From an optimization exercise on the open Yosys and OpenROAD flow, aimed at small area and a short achievable clock period; shortcuts taken in it are not production practice.
Where RTL was checked, it was by simulation tests only, not by an equivalence proof against the original.
Power is estimated from default activity; no workload was simulated.

==> inputs of v22 <==
// lr_memories
module lr_memories(
    input        clk,
    input  [7:0] in_data,
    input  [5:0] in_addr,
    input        in_wr,
    output [7:0] in_q,
    input  [7:0] out_data,
    input  [3:0] out_addr,
    input        out_wr,
    output [7:0] out_q,
    input  [7:0] w_data,
    input  [3:0] w_addr,
    input        w_wr,
    output [7:0] w_q
);
  memory_in u_in (
    .data(in_data), .addr(in_addr), .wr(in_wr), .clk(clk), .out(in_q)
  );
  memory_out u_out (
    .data(out_data), .addr(out_addr), .wr(out_wr), .clk(clk), .out(out_q)
  );
  memory_weight u_w (
    .data(w_data), .addr(w_addr), .wr(w_wr), .clk(clk), .out(w_q)
  );
endmodule
==> module mem_core, before the edit <==
module mem_core #(
    parameter A  = 6,
    parameter LO = 3
) (
    input  [7:0]   data,
    input  [A-1:0] addr,
    input          wr,
    input          clk,
    output [7:0]   out
);
  localparam N  = 1 << A;
  localparam HI = A - LO;
  localparam NA = 1 << LO;
  localparam NB = 1 << HI;
  genvar i, b, m;
  wire [A-1:0]  addr_n;
  wire          wr_n;
  wire [NA-1:0] pa [1:0];
  wire [NB-1:0] pb [1:0];
  genvar s;
  c_inv u_wr_n (.a(wr), .y(wr_n));
  generate
    for (i = 0; i < A; i = i + 1) begin : g_lit
      c_inv u_inv (.a(addr[i]), .y(addr_n[i]));
    end
    for (s = 0; s < 2; s = s + 1) begin : g_set
      for (i = 0; i < NA; i = i + 1) begin : g_pa
        if (LO == 3) begin : g3
          c_and4 u_pd (.a(i[0] ? addr[0] : addr_n[0]),
                       .b(i[1] ? addr[1] : addr_n[1]),
                       .c(i[2] ? addr[2] : addr_n[2]),
                       .d(s ? wr : wr_n), .y(pa[s][i]));
        end else begin : g2
          c_and3 u_pd (.a(i[0] ? addr[0] : addr_n[0]),
                       .b(i[1] ? addr[1] : addr_n[1]),
                       .c(s ? wr : wr_n), .y(pa[s][i]));
        end
      end
      for (i = 0; i < NB; i = i + 1) begin : g_pb
        if (HI == 3) begin : g3
          c_and3 u_pd (.a(i[0] ? addr[LO] : addr_n[LO]),
                       .b(i[1] ? addr[LO+1] : addr_n[LO+1]),
                       .c(i[2] ? addr[LO+2] : addr_n[LO+2]), .y(pb[s][i]));
        end else begin : g2
          c_and2 u_pd (.a(i[0] ? addr[LO] : addr_n[LO]),
                       .b(i[1] ? addr[LO+1] : addr_n[LO+1]), .y(pb[s][i]));
        end
      end
    end
  endgenerate
  wire [N-1:0] wl;
  wire [N-1:0] we;
  wire [7:0]   word_q [N-1:0];
  generate
    for (i = 0; i < N; i = i + 1) begin : g_word
      reg [7:0] word;
      c_and2 u_wl (.a(pa[0][i % NA]), .b(pb[0][i / NA]), .y(wl[i]));
      c_and2 u_we (.a(pa[1][i % NA]), .b(pb[1][i / NA]), .y(we[i]));
      always @ (posedge clk)
        if (we[i])
          word <= data;  
      assign word_q[i] = word;
    end
  endgenerate
  wire [7:0] q_d;
  reg  [7:0] q;
  generate
    for (b = 0; b < 8; b = b + 1) begin : g_bit
      wire [N/8-1:0] p;
      for (m = 0; m < N/8; m = m + 1) begin : g_grp
        c_ao8 u_p (.w(wl[8*m+7:8*m]),
                   .d({word_q[8*m+7][b], word_q[8*m+6][b], word_q[8*m+5][b],
                       word_q[8*m+4][b], word_q[8*m+3][b], word_q[8*m+2][b],
                       word_q[8*m+1][b], word_q[8*m][b]}),
                   .y(p[m]));
      end
      wire wd;
      c_and2 u_wd (.a(wr), .b(data[b]), .y(wd));
      if (N == 64) begin : g64
        wire [3:0] r_n;
        for (m = 0; m < 3; m = m + 1) begin : g_or
          c_nor2 u_r (.a(p[2*m]), .b(p[2*m+1]), .y(r_n[m]));
        end
        c_nor3 u_r3 (.a(p[6]), .b(p[7]), .c(wd), .y(r_n[3]));
        c_nand4 u_q (.a(r_n[0]), .b(r_n[1]), .c(r_n[2]), .d(r_n[3]), .y(q_d[b]));
      end else begin : g16
        c_or3 u_q (.a(p[0]), .b(p[1]), .c(wd), .y(q_d[b]));
      end
    end
  endgenerate
  always @ (posedge clk)
    q <= q_d;  
  assign out = q;
endmodule
==> module c_and3, before the edit <==
module c_and3 (input a, input b, input c, output y);
  assign y = a & b & c;
endmodule
==> module c_and4, before the edit <==
module c_and4 (input a, input b, input c, input d, output y);
  assign y = a & b & c & d;
endmodule
==> module c_or3, before the edit <==
module c_or3 (input a, input b, input c, output y);
  assign y = a | b | c;
endmodule
==> flow/config.mk <==
export PLATFORM = sky130hd
export DESIGN_NAME = lr_memories
export DESIGN_NICKNAME = lr_memories
export VERILOG_FILES = /design/flow/design.v
export SDC_FILE = /design/flow/constraint.sdc
export NUM_CORES = 4
export LEC_CHECK = 0
export CAP_MARGIN = 20
export CORE_MARGIN = 2
export CORE_UTILIZATION = 70
export CTS_CLUSTER_DIAMETER = 60
export CTS_CLUSTER_SIZE = 30
export PLACE_DENSITY = 0.8
export SETUP_SLACK_MARGIN = 3.0
export SLEW_MARGIN = 20
export SYNTH_HIERARCHICAL = 1
export SYNTH_MINIMUM_KEEP_SIZE = 0
export TNS_END_PERCENT = 0
==> flow/constraint.sdc <==
create_clock -name core_clock -period 5.0 [get_ports {clk}]
set_input_delay 1.0000 -clock core_clock [delete_from_list [all_inputs] [get_ports {clk}]]
set_output_delay 1.0000 -clock core_clock [all_outputs]
set_load 0.01 [all_outputs]
standard.sh (not shown) runs the stock make flow with config.mk's settings and CLKGATE_MAP_FILE= SYNTH_SCRIPT=/design/flow/synth_recipe.tcl, a recipe that flattens the netlist after the stock synthesis.
==> flow/flow/run.sh <==
#!/bin/bash
# Layout flow: the standard ORFS flow (standard.sh), synthesis unchanged,
# with these changes to the later steps:
#  - the port buffers are plain buffers, not the delay cells buffer_ports
#    otherwise picks;
#  - clock tree synthesis without dummy loads and with larger sink clusters;
#  - slow low-power inverters and delay cells are kept out of the layout
#    steps (the platform's own don't-use list plus these);
#  - the address decoder and read-tree gates start at drive strengths that
#    fit their fanout (flow/presize.tcl, after floorplanning);
#  - each output port's buffer is moved next to the flip-flop that drives it
#    after global placement (flow/outbuf_place.tcl), so that the buffer
#    drives the wire to the port.
# Each step's full log stays under orfs/logs; make's own output goes to
# flow_synth.log and flow_layout.log here.
set -euo pipefail
here=$(pwd)

bash standard.sh synth > "$here/flow_synth.log" 2>&1

cts_args="-sink_clustering_enable -repair_clock_nets -dont_use_dummy_load"
cts_args="$cts_args -sink_clustering_size 30 -sink_clustering_max_diameter 60"

platform_dont_use=$(make -s -C "$FLOW_HOME" -f - print <<'MK'
include platforms/sky130hd/config.mk
print:
	@echo $(DONT_USE_CELLS)
MK
)
dont_use="$platform_dont_use sky130_fd_sc_hd__clkinvlp_* sky130_fd_sc_hd__dlygate4sd*"
dont_use="$dont_use sky130_fd_sc_hd__clkdlybuf4s* sky130_fd_sc_hd__dlymetal6s*"

bash standard.sh \
  DONT_USE_CELLS="$dont_use" \
  BUFFER_PORTS_ARGS="-buffer_cell sky130_fd_sc_hd__buf_2" \
  CTS_ARGS="$cts_args" \
  POST_FLOORPLAN_TCL="$here/flow/presize.tcl" \
  POST_GLOBAL_PLACE_TCL="$here/flow/outbuf_place.tcl" \
  finish > "$here/flow_layout.log" 2>&1
==> flow/flow/outbuf_place.tcl <==
# Move each output port's buffer next to the flip-flop that drives it, after
# global placement: the buffer, not the flip-flop, then drives the long wire
# to the port. The buffer starts as a buf_4.
set ob_block [ord::get_db_block]
set ob_count 0
foreach bterm [$ob_block getBTerms] {
  if {[$bterm getIoType] ne "OUTPUT"} { continue }
  set net [$bterm getNet]
  if {$net eq "NULL"} { continue }
  set buf ""
  foreach it [$net getITerms] { if {[$it isOutputSignal]} { set buf [$it getInst] } }
  if {$buf eq ""} { continue }
  set in ""
  foreach it [$buf getITerms] { if {[$it isInputSignal]} { set in [$it getNet] } }
  if {$in eq "" || $in eq "NULL"} { continue }
  set src ""
  foreach it [$in getITerms] { if {[$it isOutputSignal]} { set src [$it getInst] } }
  if {$src eq ""} { continue }
  replace_cell [$buf getName] sky130_fd_sc_hd__buf_4
  set bb [$src getBBox]
  $buf setLocation [$bb xMax] [$bb yMin]
  $buf setPlacementStatus PLACED
  incr ob_count
}
puts "outbuf_place: moved $ob_count output buffers"
==> flow/flow/presize.tcl <==
# Starting drive strengths for the decoder and read-tree gates of mem_core,
# set after floorplanning so that placement and timing repair start from
# gates that can drive their known fanout. Each gate is found by the name of
# the net it drives and keeps its function; only the drive strength changes.
set presize_rules {
  {*.g_lit\[*\].u_inv.y}   4
  {*.addr_n\[*\]}          4
  {*.u_wr_n.y}             4
  {*.u_pd.y}               2
  {u_in.*.u_wl.y}          4
  {u_in.*.u_we.y}          2
  {*.u_wl.y}               2
  {*.u_we.y}               2
  {*.u_r.y}                2
  {*.u_r3.y}               2
  {u_in.*.g64.u_q.y}       2
}
set presize_count 0
set presize_db [ord::get_db]
foreach net [[ord::get_db_block] getNets] {
  set name [$net getName]
  set size ""
  foreach {pattern strength} $presize_rules {
    if {[string match $pattern $name]} { set size $strength; break }
  }
  if {$size eq ""} { continue }
  foreach iterm [$net getITerms] {
    if {![$iterm isOutputSignal]} { continue }
    set inst [$iterm getInst]
    set master [[$inst getMaster] getName]
    if {![regexp {^(.*_)[0-9]+$} $master -> stem]} { continue }
    set target [$presize_db findMaster "${stem}${size}"]
    if {$target eq "NULL" || [$target getName] eq $master} { continue }
    replace_cell [$inst getName] [$target getName]
    incr presize_count
  }
}
puts "presize: resized $presize_count gates"
==> v1 (differences from v22) <==
--- a/flow/design.v
+++ b/flow/design.v
@@ -74,6 +74,6 @@
   wire [A-1:0]  addr_n;
   wire          wr_n;
-  wire [NA-1:0] pa [1:0];
-  wire [NB-1:0] pb [1:0];
+  wire [NA-1:0] pa_n [1:0];
+  wire [NB-1:0] pb_n [1:0];
   genvar s;
   c_inv u_wr_n (.a(wr), .y(wr_n));
@@ -85,22 +85,22 @@
       for (i = 0; i < NA; i = i + 1) begin : g_pa
         if (LO == 3) begin : g3
-          c_and4 u_pd (.a(i[0] ? addr[0] : addr_n[0]),
-                       .b(i[1] ? addr[1] : addr_n[1]),
-                       .c(i[2] ? addr[2] : addr_n[2]),
-                       .d(s ? wr : wr_n), .y(pa[s][i]));
+          c_nand4 u_pd (.a(i[0] ? addr[0] : addr_n[0]),
+                        .b(i[1] ? addr[1] : addr_n[1]),
+                        .c(i[2] ? addr[2] : addr_n[2]),
+                        .d(s ? wr : wr_n), .y(pa_n[s][i]));
         end else begin : g2
-          c_and3 u_pd (.a(i[0] ? addr[0] : addr_n[0]),
-                       .b(i[1] ? addr[1] : addr_n[1]),
-                       .c(s ? wr : wr_n), .y(pa[s][i]));
+          c_nand3 u_pd (.a(i[0] ? addr[0] : addr_n[0]),
+                        .b(i[1] ? addr[1] : addr_n[1]),
+                        .c(s ? wr : wr_n), .y(pa_n[s][i]));
         end
       end
       for (i = 0; i < NB; i = i + 1) begin : g_pb
         if (HI == 3) begin : g3
-          c_and3 u_pd (.a(i[0] ? addr[LO] : addr_n[LO]),
-                       .b(i[1] ? addr[LO+1] : addr_n[LO+1]),
-                       .c(i[2] ? addr[LO+2] : addr_n[LO+2]), .y(pb[s][i]));
+          c_nand3 u_pd (.a(i[0] ? addr[LO] : addr_n[LO]),
+                        .b(i[1] ? addr[LO+1] : addr_n[LO+1]),
+                        .c(i[2] ? addr[LO+2] : addr_n[LO+2]), .y(pb_n[s][i]));
         end else begin : g2
-          c_and2 u_pd (.a(i[0] ? addr[LO] : addr_n[LO]),
-                       .b(i[1] ? addr[LO+1] : addr_n[LO+1]), .y(pb[s][i]));
+          c_nand2 u_pd (.a(i[0] ? addr[LO] : addr_n[LO]),
+                        .b(i[1] ? addr[LO+1] : addr_n[LO+1]), .y(pb_n[s][i]));
         end
       end
@@ -113,6 +113,6 @@
     for (i = 0; i < N; i = i + 1) begin : g_word
       reg [7:0] word;
-      c_and2 u_wl (.a(pa[0][i % NA]), .b(pb[0][i / NA]), .y(wl[i]));
-      c_and2 u_we (.a(pa[1][i % NA]), .b(pb[1][i / NA]), .y(we[i]));
+      c_nor2 u_wl (.a(pa_n[0][i % NA]), .b(pb_n[0][i / NA]), .y(wl[i]));
+      c_nor2 u_we (.a(pa_n[1][i % NA]), .b(pb_n[1][i / NA]), .y(we[i]));
       always @ (posedge clk)
         if (we[i])
@@ -172,10 +172,4 @@
   assign y = a & b;
 endmodule
-module c_and3 (input a, input b, input c, output y);
-  assign y = a & b & c;
-endmodule
-module c_and4 (input a, input b, input c, input d, output y);
-  assign y = a & b & c & d;
-endmodule
 module c_or3 (input a, input b, input c, output y);
   assign y = a | b | c;
==> flow/flow/run.sh (replaced) <==
#!/bin/bash
# Layout flow: the standard ORFS flow (standard.sh), synthesis unchanged,
# with these changes to the later steps:
#  - the port buffers are plain buffers, not the delay cells buffer_ports
#    otherwise picks;
#  - clock tree synthesis without dummy loads and with larger sink clusters.
# Each step's full log stays under orfs/logs; make's own output goes to
# flow_synth.log and flow_layout.log here.
set -euo pipefail
here=$(pwd)

bash standard.sh synth > "$here/flow_synth.log" 2>&1

cts_args="-sink_clustering_enable -repair_clock_nets -dont_use_dummy_load"
cts_args="$cts_args -sink_clustering_size 30 -sink_clustering_max_diameter 60"

bash standard.sh \
  BUFFER_PORTS_ARGS="-buffer_cell sky130_fd_sc_hd__buf_4" \
  CTS_ARGS="$cts_args" \
  finish > "$here/flow_layout.log" 2>&1
--- a/flow/config.mk
+++ b/flow/config.mk
@@ -8,8 +8,8 @@
 export CAP_MARGIN = 20
 export CORE_MARGIN = 2
-export CORE_UTILIZATION = 70
+export CORE_UTILIZATION = 60
 export CTS_CLUSTER_DIAMETER = 60
 export CTS_CLUSTER_SIZE = 30
-export PLACE_DENSITY = 0.8
+export PLACE_DENSITY = 0.7
 export SETUP_SLACK_MARGIN = 3.0
 export SLEW_MARGIN = 20
removed: flow/flow/outbuf_place.tcl
removed: flow/flow/presize.tcl
==> v14 (differences from v22) <==
--- a/flow/design.v
+++ b/flow/design.v
@@ -126,22 +126,29 @@
     for (b = 0; b < 8; b = b + 1) begin : g_bit
       wire [N/8-1:0] p;
-      for (m = 0; m < N/8; m = m + 1) begin : g_grp
-        c_ao8 u_p (.w(wl[8*m+7:8*m]),
-                   .d({word_q[8*m+7][b], word_q[8*m+6][b], word_q[8*m+5][b],
-                       word_q[8*m+4][b], word_q[8*m+3][b], word_q[8*m+2][b],
-                       word_q[8*m+1][b], word_q[8*m][b]}),
-                   .y(p[m]));
-      end
       wire wd;
       c_and2 u_wd (.a(wr), .b(data[b]), .y(wd));
+      for (m = 0; m < N/8; m = m + 1) begin : g_grp
+        if (m == N/8 - 1) begin : g_last
+          c_ao8w u_p (.w(wl[8*m+7:8*m]),
+                      .d({word_q[8*m+7][b], word_q[8*m+6][b], word_q[8*m+5][b],
+                          word_q[8*m+4][b], word_q[8*m+3][b], word_q[8*m+2][b],
+                          word_q[8*m+1][b], word_q[8*m][b]}),
+                      .e(wd), .y(p[m]));
+        end else begin : g_mid
+          c_ao8 u_p (.w(wl[8*m+7:8*m]),
+                     .d({word_q[8*m+7][b], word_q[8*m+6][b], word_q[8*m+5][b],
+                         word_q[8*m+4][b], word_q[8*m+3][b], word_q[8*m+2][b],
+                         word_q[8*m+1][b], word_q[8*m][b]}),
+                     .y(p[m]));
+        end
+      end
       if (N == 64) begin : g64
         wire [3:0] r_n;
-        for (m = 0; m < 3; m = m + 1) begin : g_or
+        for (m = 0; m < 4; m = m + 1) begin : g_or
           c_nor2 u_r (.a(p[2*m]), .b(p[2*m+1]), .y(r_n[m]));
         end
-        c_nor3 u_r3 (.a(p[6]), .b(p[7]), .c(wd), .y(r_n[3]));
         c_nand4 u_q (.a(r_n[0]), .b(r_n[1]), .c(r_n[2]), .d(r_n[3]), .y(q_d[b]));
       end else begin : g16
-        c_or3 u_q (.a(p[0]), .b(p[1]), .c(wd), .y(q_d[b]));
+        c_or2 u_q (.a(p[0]), .b(p[1]), .y(q_d[b]));
       end
     end
@@ -178,8 +185,22 @@
   assign y = a & b & c & d;
 endmodule
-module c_or3 (input a, input b, input c, output y);
-  assign y = a | b | c;
+module c_or2 (input a, input b, output y);
+  assign y = a | b;
 endmodule
 module c_ao8 (input [7:0] w, input [7:0] d, output y);
   assign y = |(w & d);
 endmodule
+module c_ao8w (input [7:0] w, input [7:0] d, input e, output y);
+  wire [3:0] s;
+  c_a22oi u_s0 (.a1(w[0]), .a2(d[0]), .b1(w[1]), .b2(d[1]), .y(s[0]));
+  c_a22oi u_s1 (.a1(w[2]), .a2(d[2]), .b1(w[3]), .b2(d[3]), .y(s[1]));
+  c_a22oi u_s2 (.a1(w[4]), .a2(d[4]), .b1(w[5]), .b2(d[5]), .y(s[2]));
+  c_a221oi u_s3 (.a1(w[6]), .a2(d[6]), .b1(w[7]), .b2(d[7]), .c(e), .y(s[3]));
+  c_nand4 u_y (.a(s[0]), .b(s[1]), .c(s[2]), .d(s[3]), .y(y));
+endmodule
+module c_a22oi (input a1, input a2, input b1, input b2, output y);
+  assign y = ~((a1 & a2) | (b1 & b2));
+endmodule
+module c_a221oi (input a1, input a2, input b1, input b2, input c, output y);
+  assign y = ~((a1 & a2) | (b1 & b2) | c);
+endmodule
--- a/flow/flow/outbuf_place.tcl
+++ b/flow/flow/outbuf_place.tcl
@@ -1,5 +1,5 @@
 # Move each output port's buffer next to the flip-flop that drives it, after
 # global placement: the buffer, not the flip-flop, then drives the long wire
-# to the port. The buffer starts as a buf_4.
+# to the port.
 set ob_block [ord::get_db_block]
 set ob_count 0
@@ -17,5 +17,4 @@
   foreach it [$in getITerms] { if {[$it isOutputSignal]} { set src [$it getInst] } }
   if {$src eq ""} { continue }
-  replace_cell [$buf getName] sky130_fd_sc_hd__buf_4
   set bb [$src getBBox]
   $buf setLocation [$bb xMax] [$bb yMin]
--- a/flow/flow/presize.tcl
+++ b/flow/flow/presize.tcl
@@ -4,4 +4,5 @@
 # the net it drives and keeps its function; only the drive strength changes.
 set presize_rules {
+  {*.g_last.u_p.s*}        1
   {*.g_lit\[*\].u_inv.y}   4
   {*.addr_n\[*\]}          4
==> v34 (differences from v22) <==
--- a/flow/flow/outbuf_place.tcl
+++ b/flow/flow/outbuf_place.tcl
@@ -1,5 +1,5 @@
 # Move each output port's buffer next to the flip-flop that drives it, after
 # global placement: the buffer, not the flip-flop, then drives the long wire
-# to the port. The buffer starts as a buf_4.
+# to the port.
 set ob_block [ord::get_db_block]
 set ob_count 0
@@ -17,5 +17,4 @@
   foreach it [$in getITerms] { if {[$it isOutputSignal]} { set src [$it getInst] } }
   if {$src eq ""} { continue }
-  replace_cell [$buf getName] sky130_fd_sc_hd__buf_4
   set bb [$src getBBox]
   $buf setLocation [$bb xMax] [$bb yMin]
==> results.tsv <==
metric	value	unit
FF-to-FF Start	u_in.u_core.g_word[48].word[7]	
met3 Use GR	5.555	%
Final Skew	0.04408	ns
Int Pwr	0.008972	W
Tot GR Track Use	31.18	%
Sw Pwr	0.002188	W
final instance area	32500	sq um
status	finished clean	
met2 wire len	32.60	mm
NonClk Buf Share	1.702	%
Cell Count, Final, Fillers Out	2282	
worst hold path startpoint	u_w.u_core.g_word[9].word[4]	
CP Max Fanout	9	
Setup crit start	in_addr[1]	
Sw Ratio	19.60	%
Source of the figures above: v22

==> results.tsv <==
metric	value	unit
status	finished clean	
Setup crit start	in_addr[2]	
worst hold path startpoint	u_w.u_core.g_word[14].word[5]	
Tot GR Track Use	31.23	%
Final Skew	0.04305	ns
Cell Count, Final, Fillers Out	2274	
CP Max Fanout	9	
final instance area	31800	sq um
Sw Pwr	0.002159	W
FF-to-FF Start	u_out.u_core.g_word[14].word[5]	
Int Pwr	0.008911	W
Source of the figures above: v14

==> results.tsv <==
metric	value	unit
met2 wire len	33.02	mm
FF-to-FF Start	u_in.u_core.g_word[48].word[7]	
Final Skew	0.05951	ns
Cell Count, Final, Fillers Out	2275	
Sw Pwr	0.002165	W
final instance area	32260	sq um
worst hold path startpoint	u_w.u_core.g_word[9].word[4]	
status	finished clean	
Setup crit start	in_wr	
NonClk Buf Share	1.381	%
Int Pwr	0.008888	W
Tot GR Track Use	30.88	%
met3 Use GR	5.389	%
CP Max Fanout	17	
Source of the figures above: v34

==> results.tsv <==
metric	value	unit
Final Skew	0.06134	ns
CP Max Fanout	9	
worst hold path startpoint	u_out.u_core.g_word[4].word[7]	
met3 Use GR	4.576	%
Sw Pwr	0.002254	W
Setup crit start	in_addr[1]	
status	finished clean	
FF-to-FF Start	u_in.u_core.g_word[53].word[7]	
met2 wire len	33.20	mm
Source of the figures above: v1

Only the layout flow was run in v14; the RTL was not checked for function there.

static timing again, ports no longer ideal:
No port has a modelled driver above. Below, the same layouts with a new extraction and two added sets of constraints.
Step 1 assumes that a clkbuf_16 drives the clock port and a buf_2 every other input.
Step 2 moves the port delays by t, midway between the first and last clock arrival at a register: inputs arrive t later, outputs are due t later. That takes back most of the time a late clock gives input paths.
Three values: ideal, step 1, step 2; two values: the first two.
| run | shift t [ns] | setup WS [ns] | worst register clock-pin slew, ns | cell pins on the clock port's net |
|---|---|---|---|---|
| v22 | 0.633 | 2.887 / 2.862 / 2.229 | 0.11 / 0.11 | 1 |
| v1 | 0.629 | 2.687 / 2.644 / 2.015 | 0.11 / 0.11 | 1 |
| v14 | 0.639 | 2.643 / 2.660 / 2.021 | 0.11 / 0.11 | 1 |
| v34 | 0.623 | 2.908 / 2.870 / 2.283 | 0.11 / 0.11 | 1 |
After both steps every run listed still meets setup and hold. The setup slack of v1, which loses most, moves by -0.043 ns with the drivers and by -0.672 ns with both steps.
